What follows belongs to an exercise in optimizing a design on an open flow for small area; a production flow would make more cautious choices.
At most, simulation tests tie the RTL to the original design; equivalence was not proved.
Only the layout flow was run in run 2; the RTL was not checked for function there.
Power is estimated from default activity; no workload was simulated.

==> flow/design.v, too long to show whole: its modules and the start of the top module <==
// module FPExpAdder: 21 lines
// module FPExpDec: 23 lines
// module FloatingPointMultiplier: 1432 lines
// module FullAdder: 4 lines
// module HalfAdder: 4 lines
// module Or2: 3 lines
// module Aoi21: 3 lines
// module Oai21: 3 lines
// module Nand2: 3 lines
// module Nor2: 3 lines
// module Inv: 3 lines
// module Xor2: 3 lines
// module Xnor2: 3 lines
module FloatingPointMultiplier(
	input wire [26 : 0] in_1,
	input wire [26 : 0] in_2,
	input wire clk_pll,
	output wire [26 : 0] out
    );
  // ...
==> flow/flow/run.sh <==
#!/bin/bash
# Layout flow: the standard synthesis and layout, with
# - the smallest buffer cell for the port buffers instead of the one
#   buffer_ports picks by default,
# - timing-driven global placement that does not keep the buffers its
#   virtual repair inserts (GPL_KEEP_OVERFLOW=0); timing is repaired later.
set -euo pipefail
bash standard.sh synth > synth.log 2>&1
bash standard.sh 'BUFFER_PORTS_ARGS=-buffer_cell sky130_fd_sc_hd__buf_1' \
  GPL_KEEP_OVERFLOW=0 finish > layout.log 2>&1
==> flow/standard.sh <==
#!/bin/bash
# synth_recipe.tcl (not shown) runs the flow's synth.tcl, then flattens the netlist and writes it again
# the make line also repeats each setting of config.mk as NAME=value (left out here)
make -C /OpenROAD-flow-scripts/flow DESIGN_CONFIG=/design/flow/config.mk WORK_HOME=/design/flow/orfs CLKGATE_MAP_FILE= SYNTH_SCRIPT=/design/flow/synth_recipe.tcl "${@:-finish}"
==> flow/config.mk <==
export PLATFORM = sky130hd
export DESIGN_NAME = FloatingPointMultiplier
export DESIGN_NICKNAME = FloatingPointMultiplier
export VERILOG_FILES = /design/flow/design.v
export SDC_FILE = /design/flow/constraint.sdc
export NUM_CORES = 4
export LEC_CHECK = 0
export CAP_MARGIN = 20
export CORE_MARGIN = 2
export CORE_UTILIZATION = 40
export SLEW_MARGIN = 20
export SYNTH_HIERARCHICAL = 1
==> flow/constraint.sdc <==
create_clock -name core_clock -period 6.8 [get_ports {clk_pll}]
set_input_delay 1.3600 -clock core_clock [delete_from_list [all_inputs] [get_ports {clk_pll}]]
set_output_delay 1.3600 -clock core_clock [all_outputs]
set_load 0.01 [all_outputs]
==> run_results.csv, run 1 <==
group,metric,value,unit
synthesis,ys_top_cells_by_area,"fa_1 59%, nor2_1 13%, dfxtp_1 6.1%",
setup_path,crit_top_cell,"fa_1",
timing,fmax,0.157,GHz
global_route,grt_first_pass_wirelength,38800,um
synthesis,synthCells,989,
final_layout,final_area,9690,um^2
routing,wl_met2,11800,um
clock_tree,cts_resized,2,
global_route,grt_use_total,0.206,
routing,top_layer,"met4",
synthesis,synth_seq_cells,28,
timing,worst_pin_slew,0.986,ns
placement,gp_congestion,0.876,
power,p_leak,4.54,nW
final_layout,instances_no_fill,1287,
routing,vias_per_cell,5.23,
timing,relSlewSlack,0.342,
power,p_comb_frac,0.902,
setup_path,cp-end-kind,"flip-flop",
final_layout,largest-register,"pipe_nprod",
worst_hold_path,hold_depth,2,
power,powerComb,0.00528,W
setup_path,cpLargestDelayFamily,"adder cells",
synthesis,synth_edf_count,0,
setup_path,cpMaxStageDelayCell,"fa_1",
timing,fin_ws,0.437,ns
die,dieWidth,156,um
final_layout,final_common_cell,"nor2_1",
status,outcome,"complete, no violations",
die,initial_core_util,0.407,
global_route,grt_pass1_vias,7438,
global_route,gr-total-overflow,0,
job,cap_violations,0,
routing,m1WireLength,9340,um
die,core,22600,um^2
routing,ant_nets,0,
final_layout,layout-drive-gt1-share,0.0299,
==> module FPExpDec, before the edit <==
module FPExpDec(
	input wire [7 : 0] nin,
	input wire norm,
	output wire [7 : 0] out
    );
	wire [7 : 0] z;
	assign z[0] = 1'b1;
	genvar i;
	generate
		for (i = 1; i < 8; i = i + 1) begin : zero_chain
			assign z[i] = z[i - 1] & nin[i - 1];
		end
	endgenerate
	wire min_exp = ~nin[7] & z[7];
	wire dec = ~(norm | min_exp);
	wire [7 : 0] nflip;
	generate
		for (i = 0; i < 8; i = i + 1) begin : out_bit
			Nand2 n_flip (.a(dec), .b(z[i]), .y(nflip[i]));
			Xor2 x_out (.a(nin[i]), .b(nflip[i]), .y(out[i]));
		end
	endgenerate
endmodule
==> run 2, diff against run 1 <==
--- a/flow/design.v
+++ b/flow/design.v
@@ -31,19 +31,22 @@
 	generate
 		for (i = 1; i < 8; i = i + 1) begin : zero_chain
 			assign z[i] = z[i - 1] & nin[i - 1];
 		end
 	endgenerate
 	wire min_exp = ~nin[7] & z[7];
 	wire dec = ~(norm | min_exp);
 	wire [7 : 0] nflip;
+	assign nflip[0] = ~dec;
 	generate
-		for (i = 0; i < 8; i = i + 1) begin : out_bit
+		for (i = 1; i < 8; i = i + 1) begin : flip_bit
 			Nand2 n_flip (.a(dec), .b(z[i]), .y(nflip[i]));
+		end
+		for (i = 0; i < 8; i = i + 1) begin : out_bit
 			Xor2 x_out (.a(nin[i]), .b(nflip[i]), .y(out[i]));
 		end
 	endgenerate
 endmodule
 `timescale 1ns / 1ps
 module FloatingPointMultiplier(
 	input wire [26 : 0] in_1,
 	input wire [26 : 0] in_2,
@@ -1055,404 +1058,372 @@
 	Nor2 u_nor2_8 (.a(h12), .b(h13), .y(n17));
 	wire n18;
 	Nand2 u_nand2_9 (.a(h14), .b(h15), .y(n18));
 	wire n19;
 	Nor2 u_nor2_9 (.a(h14), .b(h15), .y(n19));
 	wire n20;
 	Nand2 u_nand2_10 (.a(h16), .b(h17), .y(n20));
 	wire n21;
-	Nor2 u_nor2_10 (.a(h16), .b(h17), .y(n21));
+	Xor2 u_xor2_1 (.a(h16), .b(h17), .y(n21));
 	wire n22;
-	Xor2 u_xor2_1 (.a(h16), .b(h17), .y(n22));
+	Nand2 u_nand2_11 (.a(h18), .b(h19), .y(n22));
 	wire n23;
-	Nand2 u_nand2_11 (.a(h18), .b(h19), .y(n23));
+	Xor2 u_xor2_2 (.a(h18), .b(h19), .y(n23));
 	wire n24;
-	Nor2 u_nor2_11 (.a(h18), .b(h19), .y(n24));
+	Nand2 u_nand2_12 (.a(h20), .b(f313), .y(n24));
 	wire n25;
-	Xor2 u_xor2_2 (.a(h18), .b(h19), .y(n25));
+	Xor2 u_xor2_3 (.a(h20), .b(f313), .y(n25));
 	wire n26;
-	Nand2 u_nand2_12 (.a(h20), .b(f313), .y(n26));
+	Nand2 u_nand2_13 (.a(f341), .b(f314), .y(n26));
 	wire n27;
-	Nor2 u_nor2_12 (.a(h20), .b(f313), .y(n27));
+	Xor2 u_xor2_4 (.a(f341), .b(f314), .y(n27));
 	wire n28;
-	Xor2 u_xor2_3 (.a(h20), .b(f313), .y(n28));
+	Nand2 u_nand2_14 (.a(f367), .b(f342), .y(n28));
 	wire n29;
-	Nand2 u_nand2_13 (.a(f341), .b(f314), .y(n29));
+	Xor2 u_xor2_5 (.a(f367), .b(f342), .y(n29));
 	wire n30;
-	Nor2 u_nor2_13 (.a(f341), .b(f314), .y(n30));
+	Nand2 u_nand2_15 (.a(f391), .b(f368), .y(n30));
 	wire n31;
-	Xor2 u_xor2_4 (.a(f341), .b(f314), .y(n31));
+	Xor2 u_xor2_6 (.a(f391), .b(f368), .y(n31));
 	wire n32;
-	Nand2 u_nand2_14 (.a(f367), .b(f342), .y(n32));
+	Nand2 u_nand2_16 (.a(f392), .b(f413), .y(n32));
 	wire n33;
-	Nor2 u_nor2_14 (.a(f367), .b(f342), .y(n33));
+	Xor2 u_xor2_7 (.a(f392), .b(f413), .y(n33));
 	wire n34;
-	Xor2 u_xor2_5 (.a(f367), .b(f342), .y(n34));
+	Nand2 u_nand2_17 (.a(f414), .b(f433), .y(n34));
 	wire n35;
-	Nand2 u_nand2_15 (.a(f391), .b(f368), .y(n35));
+	Xor2 u_xor2_8 (.a(f414), .b(f433), .y(n35));
 	wire n36;
-	Nor2 u_nor2_15 (.a(f391), .b(f368), .y(n36));
+	Nand2 u_nand2_18 (.a(f451), .b(f434), .y(n36));
 	wire n37;
-	Xor2 u_xor2_6 (.a(f391), .b(f368), .y(n37));
+	Xor2 u_xor2_9 (.a(f451), .b(f434), .y(n37));
 	wire n38;
-	Nand2 u_nand2_16 (.a(f392), .b(f413), .y(n38));
+	Nand2 u_nand2_19 (.a(f467), .b(f452), .y(n38));
 	wire n39;
-	Nor2 u_nor2_16 (.a(f392), .b(f413), .y(n39));
+	Xor2 u_xor2_10 (.a(f467), .b(f452), .y(n39));
 	wire n40;
-	Xor2 u_xor2_7 (.a(f392), .b(f413), .y(n40));
+	Nand2 u_nand2_20 (.a(f468), .b(f481), .y(n40));
 	wire n41;
-	Nand2 u_nand2_17 (.a(f414), .b(f433), .y(n41));
+	Xor2 u_xor2_11 (.a(f468), .b(f481), .y(n41));
 	wire n42;
-	Nor2 u_nor2_17 (.a(f414), .b(f433), .y(n42));
+	Nand2 u_nand2_21 (.a(f482), .b(f493), .y(n42));
 	wire n43;
-	Xor2 u_xor2_8 (.a(f414), .b(f433), .y(n43));
+	Xor2 u_xor2_12 (.a(f482), .b(f493), .y(n43));
 	wire n44;
-	Nand2 u_nand2_18 (.a(f451), .b(f434), .y(n44));
+	Nand2 u_nand2_22 (.a(f503), .b(f494), .y(n44));
 	wire n45;
-	Nor2 u_nor2_18 (.a(f451), .b(f434), .y(n45));
+	Xor2 u_xor2_13 (.a(f503), .b(f494), .y(n45));
 	wire n46;
-	Xor2 u_xor2_9 (.a(f451), .b(f434), .y(n46));
+	Nand2 u_nand2_23 (.a(f511), .b(f504), .y(n46));
 	wire n47;
-	Nand2 u_nand2_19 (.a(f467), .b(f452), .y(n47));
+	Xor2 u_xor2_14 (.a(f511), .b(f504), .y(n47));
 	wire n48;
-	Nor2 u_nor2_19 (.a(f467), .b(f452), .y(n48));
+	Nand2 u_nand2_24 (.a(f517), .b(f512), .y(n48));
 	wire n49;
-	Xor2 u_xor2_10 (.a(f467), .b(f452), .y(n49));
+	Xor2 u_xor2_15 (.a(f517), .b(f512), .y(n49));
 	wire n50;
-	Nand2 u_nand2_20 (.a(f468), .b(f481), .y(n50));
+	Nand2 u_nand2_25 (.a(f521), .b(f518), .y(n50));
 	wire n51;
-	Nor2 u_nor2_20 (.a(f468), .b(f481), .y(n51));
+	Xor2 u_xor2_16 (.a(f521), .b(f518), .y(n51));
 	wire n52;
-	Xor2 u_xor2_11 (.a(f468), .b(f481), .y(n52));
+	Nand2 u_nand2_26 (.a(f523), .b(f522), .y(n52));
 	wire n53;
-	Nand2 u_nand2_21 (.a(f482), .b(f493), .y(n53));
+	Xor2 u_xor2_17 (.a(f523), .b(f522), .y(n53));
 	wire n54;
-	Nor2 u_nor2_21 (.a(f482), .b(f493), .y(n54));
+	Nand2 u_nand2_27 (.a(f5), .b(f1), .y(n54));
 	wire n55;
-	Xor2 u_xor2_12 (.a(f482), .b(f493), .y(n55));
+	Nor2 u_nor2_10 (.a(n54), .b(n2), .y(n55));
 	wire n56;
-	Nand2 u_nand2_22 (.a(f503), .b(f494), .y(n56));
+	Nor2 u_nor2_11 (.a(n54), .b(n3), .y(n56));
 	wire n57;
-	Nor2 u_nor2_22 (.a(f503), .b(f494), .y(n57));
+	Nand2 u_nand2_28 (.a(n56), .b(pp_0_0), .y(n57));
 	wire n58;
-	Xor2 u_xor2_13 (.a(f503), .b(f494), .y(n58));
+	Nand2 u_nand2_29 (.a(f19), .b(f11), .y(n58));
 	wire n59;
-	Nand2 u_nand2_23 (.a(f511), .b(f504), .y(n59));
+	Oai21 u_oai21_1 (.a(n8), .b(n9), .c(n6), .y(n59));
 	wire n60;
-	Nor2 u_nor2_23 (.a(f511), .b(f504), .y(n60));
+	Nor2 u_nor2_12 (.a(n9), .b(n7), .y(n60));
 	wire n61;
-	Xor2 u_xor2_14 (.a(f511), .b(f504), .y(n61));
+	Nand2 u_nand2_30 (.a(f41), .b(f29), .y(n61));
 	wire n62;
-	Nand2 u_nand2_24 (.a(f517), .b(f512), .y(n62));
+	Nor2 u_nor2_13 (.a(n61), .b(n58), .y(n62));
 	wire n63;
-	Nor2 u_nor2_24 (.a(f517), .b(f512), .y(n63));
+	Nand2 u_nand2_31 (.a(n60), .b(f69), .y(n63));
 	wire n64;
-	Xor2 u_xor2_15 (.a(f517), .b(f512), .y(n64));
+	Oai21 u_oai21_2 (.a(n12), .b(n13), .c(n10), .y(n64));
 	wire n65;
-	Nand2 u_nand2_25 (.a(f521), .b(f518), .y(n65));
+	Nor2 u_nor2_14 (.a(n13), .b(n11), .y(n65));
 	wire n66;
-	Nor2 u_nor2_25 (.a(f521), .b(f518), .y(n66));
+	Oai21 u_oai21_3 (.a(n16), .b(n17), .c(n14), .y(n66));
 	wire n67;
-	Xor2 u_xor2_16 (.a(f521), .b(f518), .y(n67));
+	Nor2 u_nor2_15 (.a(n17), .b(n15), .y(n67));
 	wire n68;
-	Nand2 u_nand2_26 (.a(f523), .b(f522), .y(n68));
+	Aoi21 u_aoi21_1 (.a(n66), .b(n67), .c(n64), .y(n68));
 	wire n69;
-	Nor2 u_nor2_26 (.a(f523), .b(f522), .y(n69));
+	Nand2 u_nand2_32 (.a(n67), .b(n65), .y(n69));
 	wire n70;
-	Xor2 u_xor2_17 (.a(f523), .b(f522), .y(n70));
+	Oai21 u_oai21_4 (.a(n18), .b(n19), .c(n68), .y(n70));
 	wire n71;
-	Inv u_inv_2 (.a(pp_0_0), .y(n71));
+	Nor2 u_nor2_16 (.a(n19), .b(n69), .y(n71));
 	wire n72;
-	Nor2 u_nor2_27 (.a(n3), .b(n71), .y(n72));
+	Inv u_inv_2 (.a(n59), .y(n72));
 	wire n73;
-	Inv u_inv_3 (.a(n2), .y(n73));
+	Oai21 u_oai21_5 (.a(n72), .b(n63), .c(n4), .y(n73));
 	wire n74;
-	Nand2 u_nand2_27 (.a(f1), .b(n73), .y(n74));
+	Nor2 u_nor2_17 (.a(n63), .b(n5), .y(n74));
 	wire n75;
-	Nand2 u_nand2_28 (.a(f1), .b(n72), .y(n75));
+	Nand2 u_nand2_33 (.a(n74), .b(n62), .y(n75));
 	wire n76;
-	Inv u_inv_4 (.a(n74), .y(n76));
+	Inv u_inv_3 (.a(n75), .y(n76));
 	wire n77;
-	Nand2 u_nand2_29 (.a(f5), .b(n76), .y(n77));
+	Aoi21 u_aoi21_2 (.a(n73), .b(n76), .c(n55), .y(n77));
 	wire n78;
-	Inv u_inv_5 (.a(n75), .y(n78));
+	Nor2 u_nor2_18 (.a(n75), .b(n57), .y(n78));
 	wire n79;
-	Nand2 u_nand2_30 (.a(f5), .b(n78), .y(n79));
+	Inv u_inv_4 (.a(n77), .y(n79));
 	wire n80;
-	Inv u_inv_6 (.a(n77), .y(n80));
+	Aoi21 u_aoi21_3 (.a(n70), .b(n71), .c(n79), .y(n80));
 	wire n81;
-	Nand2 u_nand2_31 (.a(f11), .b(n80), .y(n81));
+	Nand2 u_nand2_34 (.a(n71), .b(n78), .y(n81));
 	wire n82;
-	Inv u_inv_7 (.a(n79), .y(n82));
+	Inv u_inv_5 (.a(n21), .y(n82));
 	wire n83;
-	Nand2 u_nand2_32 (.a(f11), .b(n82), .y(n83));
+	Oai21 u_oai21_6 (.a(n20), .b(n82), .c(n80), .y(n83));
 	wire n84;
-	Inv u_inv_8 (.a(n81), .y(n84));
+	Inv u_inv_6 (.a(n24), .y(n84));
 	wire n85;
-	Nand2 u_nand2_33 (.a(f19), .b(n84), .y(n85));
+	Inv u_inv_7 (.a(n22), .y(n85));
 	wire n86;
-	Inv u_inv_9 (.a(n83), .y(n86));
+	Aoi21 u_aoi21_4 (.a(n84), .b(n25), .c(n85), .y(n86));
 	wire n87;
-	Nand2 u_nand2_34 (.a(f19), .b(n86), .y(n87));
+	Nand2 u_nand2_35 (.a(n25), .b(n23), .y(n87));
 	wire n88;
-	Inv u_inv_10 (.a(n85), .y(n88));
+	Inv u_inv_8 (.a(n29), .y(n88));
 	wire n89;
-	Nand2 u_nand2_35 (.a(f29), .b(n88), .y(n89));
+	Oai21 u_oai21_7 (.a(n28), .b(n88), .c(n26), .y(n89));
 	wire n90;
-	Inv u_inv_11 (.a(n87), .y(n90));
+	Nand2 u_nand2_36 (.a(n29), .b(n27), .y(n90));
 	wire n91;
-	Nand2 u_nand2_36 (.a(f29), .b(n90), .y(n91));
+	Inv u_inv_9 (.a(n32), .y(n91));
 	wire n92;
-	Inv u_inv_12 (.a(f69), .y(n92));
+	Inv u_inv_10 (.a(n30), .y(n92));
 	wire n93;
-	Nor2 u_nor2_28 (.a(n7), .b(n92), .y(n93));
+	Aoi21 u_aoi21_5 (.a(n91), .b(n33), .c(n92), .y(n93));
 	wire n94;
-	Inv u_inv_13 (.a(n89), .y(n94));
+	Nand2 u_nand2_37 (.a(n33), .b(n31), .y(n94));
 	wire n95;
-	Nand2 u_nand2_37 (.a(f41), .b(n94), .y(n95));
+	Inv u_inv_11 (.a(n36), .y(n95));
 	wire n96;
-	Inv u_inv_14 (.a(n91), .y(n96));
+	Inv u_inv_12 (.a(n34), .y(n96));
 	wire n97;
-	Nand2 u_nand2_38 (.a(f41), .b(n96), .y(n97));
+	Aoi21 u_aoi21_6 (.a(n95), .b(n37), .c(n96), .y(n97));
 	wire n98;
-	Oai21 u_oai21_1 (.a(n8), .b(n9), .c(n6), .y(n98));
+	Nand2 u_nand2_38 (.a(n37), .b(n35), .y(n98));
 	wire n99;
-	Inv u_inv_15 (.a(n9), .y(n99));
+	Inv u_inv_13 (.a(n41), .y(n99));
 	wire n100;
-	Nand2 u_nand2_39 (.a(n99), .b(n93), .y(n100));
+	Oai21 u_oai21_8 (.a(n40), .b(n99), .c(n38), .y(n100));
 	wire n101;
-	Inv u_inv_16 (.a(n98), .y(n101));
+	Nand2 u_nand2_39 (.a(n41), .b(n39), .y(n101));
 	wire n102;
-	Oai21 u_oai21_2 (.a(n101), .b(n100), .c(n4), .y(n102));
+	Inv u_inv_14 (.a(n44), .y(n102));
 	wire n103;
-	Nor2 u_nor2_29 (.a(n100), .b(n5), .y(n103));
+	Inv u_inv_15 (.a(n42), .y(n103));
 	wire n104;
-	Oai21 u_oai21_3 (.a(n12), .b(n13), .c(n10), .y(n104));
+	Aoi21 u_aoi21_7 (.a(n102), .b(n45), .c(n103), .y(n104));
 	wire n105;
-	Nor2 u_nor2_30 (.a(n13), .b(n11), .y(n105));
+	Nand2 u_nand2_40 (.a(n45), .b(n43), .y(n105));
 	wire n106;
-	Oai21 u_oai21_4 (.a(n16), .b(n17), .c(n14), .y(n106));
+	Inv u_inv_16 (.a(n49), .y(n106));
 	wire n107;
-	Nor2 u_nor2_31 (.a(n17), .b(n15), .y(n107));
+	Oai21 u_oai21_9 (.a(n48), .b(n106), .c(n46), .y(n107));
 	wire n108;
-	Inv u_inv_17 (.a(n95), .y(n108));
+	Nand2 u_nand2_41 (.a(n49), .b(n47), .y(n108));
 	wire n109;
-	Aoi21 u_aoi21_1 (.a(n102), .b(n103), .c(n108), .y(n109));
+	Inv u_inv_17 (.a(n53), .y(n109));
 	wire n110;
-	Inv u_inv_18 (.a(n97), .y(n110));
+	Oai21 u_oai21_10 (.a(n52), .b(n109), .c(n50), .y(n110));
 	wire n111;
-	Nand2 u_nand2_40 (.a(n103), .b(n110), .y(n111));
+	Nand2 u_nand2_42 (.a(n53), .b(n51), .y(n111));
 	wire n112;
-	Aoi21 u_aoi21_2 (.a(n106), .b(n107), .c(n104), .y(n112));
+	Aoi21 u_aoi21_8 (.a(n85), .b(n23), .c(n83), .y(n112));
 	wire n113;
-	Nand2 u_nand2_41 (.a(n107), .b(n105), .y(n113));
+	Inv u_inv_18 (.a(n86), .y(n113));
 	wire n114;
-	Oai21 u_oai21_5 (.a(n112), .b(n113), .c(n109), .y(n114));
+	Inv u_inv_19 (.a(n87), .y(n114));
 	wire n115;
-	Nor2 u_nor2_32 (.a(n113), .b(n111), .y(n115));
+	Aoi21 u_aoi21_9 (.a(n113), .b(n114), .c(n83), .y(n115));
 	wire n116;
-	Inv u_inv_19 (.a(n18), .y(n116));
+	Aoi21 u_aoi21_10 (.a(n92), .b(n31), .c(n89), .y(n116));
 	wire n117;
-	Inv u_inv_20 (.a(n19), .y(n117));
+	Inv u_inv_20 (.a(n31), .y(n117));
 	wire n118;
-	Aoi21 u_aoi21_3 (.a(n116), .b(n117), .c(n114), .y(n118));
+	Nor2 u_nor2_19 (.a(n117), .b(n90), .y(n118));
 	wire n119;
-	Nand2 u_nand2_42 (.a(n117), .b(n115), .y(n119));
+	Inv u_inv_21 (.a(n93), .y(n119));
 	wire n120;
-	Oai21 u_oai21_6 (.a(n20), .b(n21), .c(n118), .y(n120));
+	Inv u_inv_22 (.a(n94), .y(n120));
 	wire n121;
-	Oai21 u_oai21_7 (.a(n26), .b(n27), .c(n23), .y(n121));
+	Aoi21 u_aoi21_11 (.a(n119), .b(n120), .c(n89), .y(n121));
 	wire n122;
-	Nor2 u_nor2_33 (.a(n27), .b(n24), .y(n122));
+	Nor2 u_nor2_20 (.a(n94), .b(n90), .y(n122));
 	wire n123;
-	Oai21 u_oai21_8 (.a(n32), .b(n33), .c(n29), .y(n123));
+	Inv u_inv_23 (.a(n39), .y(n123));
 	wire n124;
-	Nor2 u_nor2_34 (.a(n33), .b(n30), .y(n124));
+	Oai21 u_oai21_11 (.a(n38), .b(n123), .c(n97), .y(n124));
 	wire n125;
-	Oai21 u_oai21_9 (.a(n38), .b(n39), .c(n35), .y(n125));
+	Nor2 u_nor2_21 (.a(n123), .b(n98), .y(n125));
 	wire n126;
-	Nor2 u_nor2_35 (.a(n39), .b(n36), .y(n126));
+	Inv u_inv_24 (.a(n100), .y(n126));
 	wire n127;
-	Oai21 u_oai21_10 (.a(n44), .b(n45), .c(n41), .y(n127));
+	Oai21 u_oai21_12 (.a(n126), .b(n101), .c(n97), .y(n127));
 	wire n128;
-	Nor2 u_nor2_36 (.a(n45), .b(n42), .y(n128));
+	Nor2 u_nor2_22 (.a(n101), .b(n98), .y(n128));
 	wire n129;
-	Oai21 u_oai21_11 (.a(n50), .b(n51), .c(n47), .y(n129));
+	Inv u_inv_25 (.a(n47), .y(n129));
 	wire n130;
-	Nor2 u_nor2_37 (.a(n51), .b(n48), .y(n130));
+	Oai21 u_oai21_13 (.a(n46), .b(n129), .c(n104), .y(n130));
 	wire n131;
-	Oai21 u_oai21_12 (.a(n56), .b(n57), .c(n53), .y(n131));
+	Nor2 u_nor2_23 (.a(n129), .b(n105), .y(n131));
 	wire n132;
-	Nor2 u_nor2_38 (.a(n57), .b(n54), .y(n132));
+	Inv u_inv_26 (.a(n107), .y(n132));
 	wire n133;
-	Oai21 u_oai21_13 (.a(n62), .b(n63), .c(n59), .y(n133));
+	Oai21 u_oai21_14 (.a(n132), .b(n108), .c(n104), .y(n133));
 	wire n134;
-	Nor2 u_nor2_39 (.a(n63), .b(n60), .y(n134));
+	Nor2 u_nor2_24 (.a(n108), .b(n105), .y(n134));
 	wire n135;
-	Oai21 u_oai21_14 (.a(n68), .b(n69), .c(n65), .y(n135));
+	Nand2 u_nand2_43 (.a(n1), .b(n110), .y(n135));
 	wire n136;
-	Nor2 u_nor2_40 (.a(n69), .b(n66), .y(n136));
+	Inv u_inv_27 (.a(n1), .y(n136));
 	wire n137;
-	Inv u_inv_21 (.a(n23), .y(n137));
+	Nor2 u_nor2_25 (.a(n136), .b(n111), .y(n137));
 	wire n138;
-	Inv u_inv_22 (.a(n24), .y(n138));
+	Inv u_inv_28 (.a(n27), .y(n138));
 	wire n139;
-	Aoi21 u_aoi21_4 (.a(n137), .b(n138), .c(n120), .y(n139));
+	Oai21 u_oai21_15 (.a(n26), .b(n138), .c(n115), .y(n139));
 	wire n140;
-	Aoi21 u_aoi21_5 (.a(n121), .b(n122), .c(n120), .y(n140));
+	Inv u_inv_29 (.a(n89), .y(n140));
 	wire n141;
-	Inv u_inv_23 (.a(n35), .y(n141));
+	Oai21 u_oai21_16 (.a(n140), .b(n90), .c(n115), .y(n141));
 	wire n142;
-	Inv u_inv_24 (.a(n36), .y(n142));
+	Inv u_inv_30 (.a(n118), .y(n142));
 	wire n143;
-	Aoi21 u_aoi21_6 (.a(n141), .b(n142), .c(n123), .y(n143));
+	Oai21 u_oai21_17 (.a(n116), .b(n142), .c(n115), .y(n143));
 	wire n144;
-	Nand2 u_nand2_43 (.a(n142), .b(n124), .y(n144));
+	Inv u_inv_31 (.a(n122), .y(n144));
 	wire n145;
-	Aoi21 u_aoi21_7 (.a(n125), .b(n126), .c(n123), .y(n145));
+	Oai21 u_oai21_18 (.a(n121), .b(n144), .c(n115), .y(n145));
 	wire n146;
-	Nand2 u_nand2_44 (.a(n126), .b(n124), .y(n146));
+	Aoi21 u_aoi21_12 (.a(n103), .b(n43), .c(n127), .y(n146));
 	wire n147;
-	Inv u_inv_25 (.a(n47), .y(n147));
+	Nand2 u_nand2_44 (.a(n43), .b(n128), .y(n147));
 	wire n148;
-	Inv u_inv_26 (.a(n48), .y(n148));
+	Inv u_inv_32 (.a(n104), .y(n148));
 	wire n149;
-	Aoi21 u_aoi21_8 (.a(n147), .b(n148), .c(n127), .y(n149));
+	Inv u_inv_33 (.a(n105), .y(n149));
 	wire n150;
-	Nand2 u_nand2_45 (.a(n148), .b(n128), .y(n150));
+	Aoi21 u_aoi21_13 (.a(n148), .b(n149), .c(n127), .y(n150));
 	wire n151;
-	Aoi21 u_aoi21_9 (.a(n129), .b(n130), .c(n127), .y(n151));
+	Nand2 u_nand2_45 (.a(n149), .b(n128), .y(n151));
 	wire n152;
-	Nand2 u_nand2_46 (.a(n130), .b(n128), .y(n152));
+	Aoi21 u_aoi21_14 (.a(n130), .b(n131), .c(n127), .y(n152));
 	wire n153;
-	Inv u_inv_27 (.a(n59), .y(n153));
+	Nand2 u_nand2_46 (.a(n131), .b(n128), .y(n153));
 	wire n154;
-	Inv u_inv_28 (.a(n60), .y(n154));
+	Aoi21 u_aoi21_15 (.a(n133), .b(n134), .c(n127), .y(n154));
 	wire n155;
-	Aoi21 u_aoi21_10 (.a(n153), .b(n154), .c(n131), .y(n155));
+	Nand2 u_nand2_47 (.a(n134), .b(n128), .y(n155));
 	wire n156;
-	Nand2 u_nand2_47 (.a(n154), .b(n132), .y(n156));
+	Aoi21 u_aoi21_16 (.a(n96), .b(n35), .c(n145), .y(n156));
 	wire n157;
-	Aoi21 u_aoi21_11 (.a(n133), .b(n134), .c(n131), .y(n157));
+	Inv u_inv_34 (.a(n97), .y(n157));
 	wire n158;
-	Nand2 u_nand2_48 (.a(n134), .b(n132), .y(n158));
+	Inv u_inv_35 (.a(n98), .y(n158));
 	wire n159;
-	Nand2 u_nand2_49 (.a(n1), .b(n135), .y(n159));
+	Aoi21 u_aoi21_17 (.a(n157), .b(n158), .c(n145), .y(n159));
 	wire n160;
-	Nand2 u_nand2_50 (.a(n1), .b(n136), .y(n160));
+	Aoi21 u_aoi21_18 (.a(n124), .b(n125), .c(n145), .y(n160));
 	wire n161;
-	Oai21 u_oai21_15 (.a(n29), .b(n30), .c(n140), .y(n161));
+	Aoi21 u_aoi21_19 (.a(n127), .b(n128), .c(n145), .y(n161));
 	wire n162;
-	Inv u_inv_29 (.a(n123), .y(n162));
+	Inv u_inv_36 (.a(n146), .y(n162));
 	wire n163;
-	Inv u_inv_30 (.a(n124), .y(n163));
+	Inv u_inv_37 (.a(n147), .y(n163));
 	wire n164;
-	Oai21 u_oai21_16 (.a(n162), .b(n163), .c(n140), .y(n164));
+	Aoi21 u_aoi21_20 (.a(n162), .b(n163), .c(n145), .y(n164));
 	wire n165;
-	Oai21 u_oai21_17 (.a(n143), .b(n144), .c(n140), .y(n165));
+	Inv u_inv_38 (.a(n150), .y(n165));
 	wire n166;
-	Oai21 u_oai21_18 (.a(n145), .b(n146), .c(n140), .y(n166));
+	Inv u_inv_39 (.a(n151), .y(n166));
 	wire n167;
-	Oai21 u_oai21_19 (.a(n53), .b(n54), .c(n151), .y(n167));
+	Aoi21 u_aoi21_21 (.a(n165), .b(n166), .c(n145), .y(n167));
 	wire n168;
-	Nor2 u_nor2_41 (.a(n54), .b(n152), .y(n168));
+	Inv u_inv_40 (.a(n152), .y(n168));
 	wire n169;
-	Inv u_inv_31 (.a(n131), .y(n169));
+	Inv u_inv_41 (.a(n153), .y(n169));
 	wire n170;
-	Inv u_inv_32 (.a(n132), .y(n170));
+	Aoi21 u_aoi21_22 (.a(n168), .b(n169), .c(n145), .y(n170));
 	wire n171;
-	Oai21 u_oai21_20 (.a(n169), .b(n170), .c(n151), .y(n171));
+	Inv u_inv_42 (.a(n154), .y(n171));
 	wire n172;
-	Nor2 u_nor2_42 (.a(n170), .b(n152), .y(n172));
+	Inv u_inv_43 (.a(n155), .y(n172));
 	wire n173;
-	Oai21 u_oai21_21 (.a(n155), .b(n156), .c(n151), .y(n173));
+	Aoi21 u_aoi21_23 (.a(n171), .b(n172), .c(n145), .y(n173));
 	wire n174;
-	Nor2 u_nor2_43 (.a(n156), .b(n152), .y(n174));
+	Inv u_inv_44 (.a(n51), .y(n174));
 	wire n175;
-	Oai21 u_oai21_22 (.a(n157), .b(n158), .c(n151), .y(n175));
+	Oai21 u_oai21_19 (.a(n50), .b(n174), .c(n173), .y(n175));
 	wire n176;
-	Nor2 u_nor2_44 (.a(n158), .b(n152), .y(n176));
+	Inv u_inv_45 (.a(n110), .y(n176));
 	wire n177;
-	Inv u_inv_33 (.a(n41), .y(n177));
+	Oai21 u_oai21_20 (.a(n176), .b(n111), .c(n173), .y(n177));
 	wire n178;
-	Inv u_inv_34 (.a(n42), .y(n178));
+	Inv u_inv_46 (.a(n137), .y(n178));
 	wire n179;
-	Aoi21 u_aoi21_12 (.a(n177), .b(n178), .c(n166), .y(n179));
+	Oai21 u_oai21_21 (.a(n135), .b(n178), .c(n173), .y(n179));
 	wire n180;
-	Aoi21 u_aoi21_13 (.a(n127), .b(n128), .c(n166), .y(n180));
+	Xor2 u_xor2_18 (.a(n21), .b(n80), .y(n180));
 	wire n181;
-	Inv u_inv_35 (.a(n149), .y(n181));
+	Xnor2 u_xnor2_1 (.a(n23), .b(n83), .y(n181));
 	wire n182;
-	Inv u_inv_36 (.a(n150), .y(n182));
+	Xor2 u_xor2_19 (.a(n25), .b(n112), .y(n182));
 	wire n183;
-	Aoi21 u_aoi21_14 (.a(n181), .b(n182), .c(n166), .y(n183));
+	Xor2 u_xor2_20 (.a(n27), .b(n115), .y(n183));
 	wire n184;
-	Inv u_inv_37 (.a(n151), .y(n184));
+	Xnor2 u_xnor2_2 (.a(n29), .b(n139), .y(n184));
 	wire n185;
-	Inv u_inv_38 (.a(n152), .y(n185));
+	Xnor2 u_xnor2_3 (.a(n31), .b(n141), .y(n185));
 	wire n186;
-	Aoi21 u_aoi21_15 (.a(n184), .b(n185), .c(n166), .y(n186));
+	Xnor2 u_xnor2_4 (.a(n33), .b(n143), .y(n186));
 	wire n187;
-	Aoi21 u_aoi21_16 (.a(n167), .b(n168), .c(n166), .y(n187));
+	Xnor2 u_xnor2_5 (.a(n35), .b(n145), .y(n187));
 	wire n188;
-	Aoi21 u_aoi21_17 (.a(n171), .b(n172), .c(n166), .y(n188));
+	Xor2 u_xor2_21 (.a(n37), .b(n156), .y(n188));
 	wire n189;
-	Aoi21 u_aoi21_18 (.a(n173), .b(n174), .c(n166), .y(n189));
+	Xor2 u_xor2_22 (.a(n39), .b(n159), .y(n189));
 	wire n190;
-	Aoi21 u_aoi21_19 (.a(n175), .b(n176), .c(n166), .y(n190));
+	Xor2 u_xor2_23 (.a(n41), .b(n160), .y(n190));
 	wire n191;
-	Oai21 u_oai21_23 (.a(n65), .b(n66), .c(n190), .y(n191));
+	Xor2 u_xor2_24 (.a(n43), .b(n161), .y(n191));
 	wire n192;
-	Inv u_inv_39 (.a(n135), .y(n192));
+	Xor2 u_xor2_25 (.a(n45), .b(n164), .y(n192));
 	wire n193;
-	Inv u_inv_40 (.a(n136), .y(n193));
+	Xor2 u_xor2_26 (.a(n47), .b(n167), .y(n193));
 	wire n194;
-	Oai21 u_oai21_24 (.a(n192), .b(n193), .c(n190), .y(n194));
+	Xor2 u_xor2_27 (.a(n49), .b(n170), .y(n194));
 	wire n195;
-	Oai21 u_oai21_25 (.a(n159), .b(n160), .c(n190), .y(n195));
+	Xor2 u_xor2_28 (.a(n51), .b(n173), .y(n195));
 	wire n196;
-	Xor2 u_xor2_18 (.a(n22), .b(n118), .y(n196));
+	Xnor2 u_xnor2_6 (.a(n53), .b(n175), .y(n196));
 	wire n197;
-	Xnor2 u_xnor2_1 (.a(n25), .b(n120), .y(n197));
+	Xnor2 u_xnor2_7 (.a(n1), .b(n177), .y(n197));
 	wire n198;
-	Xor2 u_xor2_19 (.a(n28), .b(n139), .y(n198));
-	wire n199;
-	Xor2 u_xor2_20 (.a(n31), .b(n140), .y(n199));
-	wire n200;
-	Xnor2 u_xnor2_2 (.a(n34), .b(n161), .y(n200));
-	wire n201;
-	Xnor2 u_xnor2_3 (.a(n37), .b(n164), .y(n201));
-	wire n202;
-	Xnor2 u_xnor2_4 (.a(n40), .b(n165), .y(n202));
-	wire n203;
-	Xnor2 u_xnor2_5 (.a(n43), .b(n166), .y(n203));
-	wire n204;
-	Xor2 u_xor2_21 (.a(n46), .b(n179), .y(n204));
-	wire n205;
-	Xor2 u_xor2_22 (.a(n49), .b(n180), .y(n205));
-	wire n206;
-	Xor2 u_xor2_23 (.a(n52), .b(n183), .y(n206));
-	wire n207;
-	Xor2 u_xor2_24 (.a(n55), .b(n186), .y(n207));
-	wire n208;
-	Xor2 u_xor2_25 (.a(n58), .b(n187), .y(n208));
-	wire n209;
-	Xor2 u_xor2_26 (.a(n61), .b(n188), .y(n209));
-	wire n210;
-	Xor2 u_xor2_27 (.a(n64), .b(n189), .y(n210));
-	wire n211;
-	Xor2 u_xor2_28 (.a(n67), .b(n190), .y(n211));
-	wire n212;
-	Xnor2 u_xnor2_6 (.a(n70), .b(n191), .y(n212));
-	wire n213;
-	Xnor2 u_xnor2_7 (.a(n1), .b(n194), .y(n213));
-	wire n214;
-	Xnor2 u_xnor2_8 (.a(f524), .b(n195), .y(n214));
-	wire [35 : 17] nprod = {n214, n213, n212, n211, n210, n209, n208, n207, n206, n205, n204, n203, n202, n201, n200, n199, n198, n197, n196};
+	Xnor2 u_xnor2_8 (.a(f524), .b(n179), .y(n198));
+	wire [35 : 17] nprod = {n198, n197, n196, n195, n194, n193, n192, n191, n190, n189, n188, n187, n186, n185, n184, n183, n182, n181, n180};
 	wire [7 : 0] nexp_sum;
 	FPExpAdder fp_exp_adder (
 		.in(in_1[25 : 18]),
 		.change(in_2[25 : 18]),
 		.nout(nexp_sum)
 	);
 	reg pipe_sign;
 	reg [7 : 0] pipe_nexp;
@@ -1469,32 +1440,42 @@
 	FPExpDec fp_exp_dec (
 		.nin(pipe_nexp),
 		.norm(pipe_norm),
 		.out(exp_out)
 	);
 	assign out[26] = pipe_sign;
 	assign out[25 : 18] = exp_out;
 	assign out[17] = 1'b1;
-	assign out[16 : 0] = ~(pipe_norm ? pipe_nprod[34 : 18] : pipe_nprod[33 : 17]);
+	wire pipe_nnorm;
+	Inv u_nnorm (.a(pipe_norm), .y(pipe_nnorm));
+	genvar i;
+	generate
+		for (i = 0; i < 17; i = i + 1) begin : frac_mux
+			Aoi22 u_mux (.a1(pipe_nprod[18 + i]), .a2(pipe_norm), .b1(pipe_nprod[17 + i]), .b2(pipe_nnorm), .y(out[i]));
+		end
+	endgenerate
 endmodule
 module FullAdder(input wire a, input wire b, input wire ci, output wire s, output wire co);
 	assign s = a ^ b ^ ci;
 	assign co = (a & b) | (a & ci) | (b & ci);
 endmodule
 module HalfAdder(input wire a, input wire b, output wire s, output wire co);
 	assign s = a ^ b;
 	assign co = a & b;
 endmodule
 module Or2(input wire a, input wire b, output wire y);
 	assign y = a | b;
 endmodule
 module Aoi21(input wire a, input wire b, input wire c, output wire y);
 	assign y = ~(a | (b & c));
 endmodule
+module Aoi22(input wire a1, input wire a2, input wire b1, input wire b2, output wire y);
+	assign y = ~((a1 & a2) | (b1 & b2));
+endmodule
 module Oai21(input wire a, input wire b, input wire c, output wire y);
 	assign y = ~(a & (b | c));
 endmodule
 module Nand2(input wire a, input wire b, output wire y);
 	assign y = ~(a & b);
 endmodule
 module Nor2(input wire a, input wire b, output wire y);
 	assign y = ~(a | b);
==> flow/flow/run.sh (replaced) <==
#!/bin/bash
# Layout flow: the standard synthesis and layout, with
# - the smallest buffer cell for the port buffers instead of the one
#   buffer_ports picks by default,
# - every combinational cell sized down before global placement
#   (flow/downsize.tcl), so that timing repair sizes up only what it needs,
# - timing-driven global placement that does not keep the buffers its
#   virtual repair inserts (GPL_KEEP_OVERFLOW=0); timing is repaired later,
# - input port buffers with many loads sized up to buf_2 after global
#   placement (flow/portbuf.tcl),
# - clock tree synthesis without dummy loads.
set -euo pipefail
bash standard.sh synth > synth.log 2>&1
bash standard.sh 'BUFFER_PORTS_ARGS=-buffer_cell sky130_fd_sc_hd__buf_1' \
  "PRE_GLOBAL_PLACE_TCL=$PWD/flow/downsize.tcl" GPL_KEEP_OVERFLOW=0 \
  "POST_GLOBAL_PLACE_TCL=$PWD/flow/portbuf.tcl" \
  'CTS_ARGS=-sink_clustering_enable -repair_clock_nets -dont_use_dummy_load -buf_list {sky130_fd_sc_hd__clkbuf_4 sky130_fd_sc_hd__clkbuf_8}' \
  finish > layout.log 2>&1
==> flow/flow/downsize.tcl (new file) <==
# Before global placement: give every combinational cell the smallest-area
# variant of its own cell (same function and pins). Timing repair later sizes up only what needs it.
set db [ord::get_db]
set block [ord::get_db_block]
set swapped 0
foreach inst [$block getInsts] {
  set master [$inst getMaster]
  set name [$master getName]
  if {![regexp {^(sky130_fd_sc_hd__([a-z0-9]+))_([0-9]+)$} $name -> base kind size]} { continue }
  # leave sequential, clock, tap, fill and delay cells alone
  if {[regexp {^(df|dl|sdf|edf|sedf|clk|tap|fill|decap|conb|diode|lpflow|probe|dly|macro)} $kind]} { continue }
  set best $master
  foreach s {0 1 2 4 6 8 12 16} {
    set m [$db findMaster "${base}_$s"]
    if {$m == "NULL" || $m == ""} { continue }
    if {[$m getWidth] < [$best getWidth]} {
      set best $m
    }
  }
  if {$best != $master} {
    $inst swapMaster $best
    incr swapped
  }
}
puts "downsize.tcl: swapped $swapped instances to smaller cells"
==> flow/flow/portbuf.tcl (new file) <==
# After global placement: an input port buffer that drives many cells gets the
# next size up (buf_2) rather than having the timing repair pick a clock or
# delay buffer for it later.
set db [ord::get_db]
set block [ord::get_db_block]
set buf2 [$db findMaster sky130_fd_sc_hd__buf_2]
set n 0
foreach inst [$block getInsts] {
  if {[[$inst getMaster] getName] != "sky130_fd_sc_hd__buf_1"} { continue }
  foreach it [$inst getITerms] {
    if {[$it isOutputSignal]} {
      set net [$it getNet]
      if {$net != "NULL" && [llength [$net getITerms]] > 8} {
        $inst swapMaster $buf2
        incr n
      }
    }
  }
}
puts "portbuf.tcl: sized up $n buffers driving more than 7 cells"
--- a/flow/config.mk
+++ b/flow/config.mk
@@ -3,10 +3,11 @@
 export DESIGN_NICKNAME = FloatingPointMultiplier
 export VERILOG_FILES = /design/flow/design.v
 export SDC_FILE = /design/flow/constraint.sdc
 export NUM_CORES = 4
 export LEC_CHECK = 0
 export CAP_MARGIN = 20
 export CORE_MARGIN = 2
 export CORE_UTILIZATION = 40
+export CTS_BUF_LIST = sky130_fd_sc_hd__clkbuf_4 sky130_fd_sc_hd__clkbuf_8
 export SLEW_MARGIN = 20
 export SYNTH_HIERARCHICAL = 1
==> run 2 against run 1 <==
  * Still clean on timing, DRC and antenna
  * Combinational power decreased by 6.6%
  * Non-clock buffer count grew 8
  * Via count grew 0.39%
  * Clock power is 52% lower
  * Global-route usage decreased by 1.2 points
  * Cell area down 0.67%
  * Final cell count rose by 3.0%
  * Largest power group unchanged
==> run_results.csv, run 2 <==
group,metric,value,unit
synthesis,synth_edf_count,0,
setup_path,arrival,6.65,ns
final_layout,final_common_cell,"nor2_1",
synthesis,synth_top_family_by_area,"adder cells",
synthesis,synth.area.mux_share,0,
synthesis,ys_top_cells_by_area,"fa_1 56%, nor2_1 12%, buf_6 6.3%",
synthesis,yosysMostFrequentCell,"nor2_1",
worst_hold_path,hold_depth,2,
synthesis,synth_ff_type,"dfxtp_1",
final_layout,largest_register_ffs,18,
routing,vias_per_cell,5.10,
timing,setup_viol,0,
synthesis,synthTopCellsByCount,"310 x nor2_1, 269 x fa_1, 117 x inv_1",
clock_tree,cts_tree,"yes",
final_layout,syn_to_final_growth,-0.182,%
power,internal_power,0.00242,W
final_layout,largest-register,"pipe_nprod",
setup_path,cp_num_buf_inv,4,
synthesis,synth_area,9640,um^2
final_layout,final_nets,1343,
clock_tree,htree_levels,1,
clock_tree,cts_hold_buf,0,
setup_path,max_stage_delay,0.60,ns
final_layout,final_area,9620,um^2
placement,dpl.hpwl,19900,um
placement,placed_area,9450,um^2
synthesis,synth_top_area_cell,"fa_1",
synthesis,synth_seq_cells,28,
placement,io_buffers,78,
global_route,grt_pass1_vias,7292,
timing,hold_viol_final,0,
routing,post_drt_wl_per_cell,18.0,um
routing,drc_errors,0,
synthesis,synth-simple-area-share,0.148,
synthesis,synthCells,985,
synthesis,synth_compound_area_frac,0.0595,
clock_tree,clk_pin_slew,0.09,ns
final_layout,nFillCells,2416,
setup_path,cp.required,6.97,ns
global_route,grt_use_total,0.195,
timing,setup_tns,0,ns
global_route,grt_first_pass_wirelength,39100,um
setup_path,cp-end-kind,"flip-flop",
worst_hold_path,holdPathEnd,"pipe_sign",
synthesis,ys_async_sr_fraction,0,
die,rows,56,
routing,drt_iter0_markers,423,
timing,worst_pin_slew,0.654,ns
clock_tree,root_buffer,"clkbuf_8",
synthesis,synth.avg_cell_area,9.78,um^2
synthesis,ys_warn_count,7,
setup_path,criticalPathCategory,"input pin to flip-flop",
die,dieArea,25400,um^2
setup_path,path_max_fanout,9,
power,power.total,0.00540,W
power,vdd_drop_max,0.612,mV
power,p_per_area,561,nW/um^2
synthesis,synthAdderAreaFrac,0.573,
final_layout,diodes,0,
die,fp.dieH,159,um
clock_tree,cts_sinks,28,
routing,routed_wl,23900,um
final_layout,layout-drive-gt1-share,0.0477,
synthesis,netlist.area_leader.share,0.559,
power,p_leak,4.49,nW
global_route,gr-total-overflow,0,
routing,ant_nets,0,
die,dieWidth,159,um
global_route,grt_max_degree,21,
timing,final_max_slew_viol_count,0,
status,outcome,"complete, no violations",
setup_path,cpMaxStageDelayCell,"fa_1",
timing,fin_crit_sh,0.953,
worst_hold_path,hp-start,"in_1[26]",
routing,route.vias.total,6755,
synthesis,synth.net_count,1320,
synthesis,yosysSeqAreaShare,0.0582,
setup_path,crit_top_cell,"fa_1",
die,core,23500,um^2
die,initial_core_util,0.409,
routing,firstDrtPassIters,5,
die,ios,82,
synthesis,ys_types,25,
global_route,antenna_found_initial,0,
setup_path,cpLargestDelayFamily,"adder cells",
power,swShare,0.552,
timing,fmax,0.154,GHz
setup_path,start_kind,"input pin",
worst_hold_path,min_path_type,"input pin to flip-flop",
clock_tree,cts_buffer_depth,2,
final_layout,reg_top3,"pipe_nprod x18, pipe_nexp x8",
final_layout,layout_common_cells,"310 x nor2_1, 269 x fa_1, 88 x inv_1",
power,seqPwrFrac,0.071,
timing,relSlewSlack,0.564,
power,pwr-share-clk,0.016,
timing,min_period,6.48,ns
clock_tree,numCtsBuffers,3,
job,cap_violations,0,
synthesis,synth_xor_xnor_area_share,0.0427,
power,p_comb_frac,0.914,
power,p_sw,0.00298,W
setup_path,crit_chain,"buf_1 -> inv_1 -> nor2_1 -> fa_1 -> fa_1 -> fa_1 -> fa_1 -> fa_1 -> fa_1 -> xor2_1 -> nand2_1 -> inv_1 -> a21oi_4 -> o21ai_4 -> a21oi_2 -> o21ai_1 -> xnor2_1 -> inv_1",
[run 2: cell types whose count changed in the layout (fill, tap and decap cells not counted), sizes merged, moves of 4 or more]
cell   delta
nor2     -19
a22oi    +17
mux2i    -17
inv      +11
buf       +7
o21ai     -4
[run 2: worst max-delay path by stage]
| stage | endpoint | cells after the start | startpoint |
|---|---|---|---|
| 6_report | pipe_norm | 18 | in_2[8] |
| 5_1_grt | pipe_norm | 21 | in_1[13] |
| 4_1_cts | pipe_norm | 25 | in_2[7] |
| 3_5_place_dp | pipe_norm | 25 | in_2[8] |
| 3_3_place_gp | pipe_norm | 25 | in_2[8] |
| 2_1_floorplan | pipe_norm | 19 | in_2[5] |
[run 2: logic make-up (layout without fill, tap and decap cells)]
family                   count (synthesis)  in the layout
adder cells (fa/ha/maj)                280            280
XOR/XNOR                                47             47
AND/OR/NAND/NOR                        371            371
buffers and inverters                  188            209
AO/OA/AOI/OAI                           70             70
other                                    1              1
flip-flops                              28             28
[run 2: stage by stage]
step,setup WS [ns],instances,utilization,hold WS [ns]
2_1_floorplan,0.319,985,-,1.45
3_3_place_gp,-0.614,1311,0.401,1.55
3_5_place_dp,-0.703,1311,0.401,1.56
4_1_cts,0.0215,1314,0.404,1.27
5_1_grt,-0.00748,1325,0.409,1.28
6_report,0.320,1325,0.409,1.27
[run 2: routing by layer]
metal / wire length, um / part of all wire / track usage / up-vias
met1: 9330 / 0.39 / 0.259 / 3479
met4: 586 / 0.025 / 0.0467 / 0
met5: 0 / 0 / 0 / -
li1: - / - / - / 2927
met2: 12300 / 0.51 / 0.340 / 309
met3: 1710 / 0.072 / 0.0247 / 40
[run 2: cell type report]
class                      count  area (um^2)  share of cell area
clock buffer                   3         41.3             0.00429
inverter                     117          455              0.0473
multi-input combinational    769         7790               0.809
sequential                    28          561              0.0583
tap                          319          399              0.0415
timing repair buffer          89          377              0.0391
[run 2: power by group through the flow]
stage	clock network (W)	registers, W	logic (W)
after floorplan	0	0.000392	0.00406
after global placement	0	0.000386	0.00462
after detailed placement	0	0.000385	0.00473
after CTS	0.0000888	0.000382	0.00481
after global routing	0.0000953	0.000393	0.00562
final	0.0000848	0.000382	0.00493
[run 2: modules after synthesis, one instance, submodules excluded, a selection]
module / cells inside / flip-flops and latches / cell area, um^2
HalfAdder: 1 / 0 / 12.5
Xnor2: 1 / 0 / 8.76
FPExpDec: 10 / 0 / 82.6
FPExpAdder: 10 / 0 / 56.3
Xor2: 1 / 0 / 8.76
Inv: 1 / 0 / 3.75
FloatingPointMultiplier: 389 / 28 / 2340
FullAdder: 1 / 0 / 20.0
Nor2: 1 / 0 / 3.75
Oai21: 1 / 0 / 5.00
Aoi21: 1 / 0 / 8.76
Nand2: 1 / 0 / 3.75
[run 2: repair_timing]
action | in CTS | in global routing
resized for setup | 4 | 34
endpoints found under the setup margin | 10 | 11
pin swaps | 0 | 1
buffers inserted | 0 | 11

==> separate check: timing with driven ports <==
The results above use ideal ports. As a check the final layouts listed here were re-extracted and re-timed, cells and wires unchanged.
Step 1, drivers: a clkbuf_16 drives clk_pll and a buf_2 each remaining input, both assumed.
Step 2, shift: input delay + t, output delay - t, t = (earliest + latest rising clock arrival at the registers) / 2. This alone moves slack from input paths to output paths.
Slacks: no drivers / after step 1 / after step 2; pairs: no drivers / after step 1.
run | t, ns | setup slack, ns | hold WS [ns] | worst data-port slew with drivers (ns) | pins driven straight from the clock port
run 1 | 0.299 | 0.437 / 0.446 / 0.146 | 1.281 / 1.268 / 1.568 | 0.04 | 1
run 2 | 0.286 | 0.320 / 0.323 / 0.037 | 1.273 / 1.270 / 1.556 | 0.04 | 1
After both steps setup and hold are still met in every run listed. For run 1, which loses most, drivers alone change the setup slack by +0.009 ns; drivers and shift together by -0.291 ns.
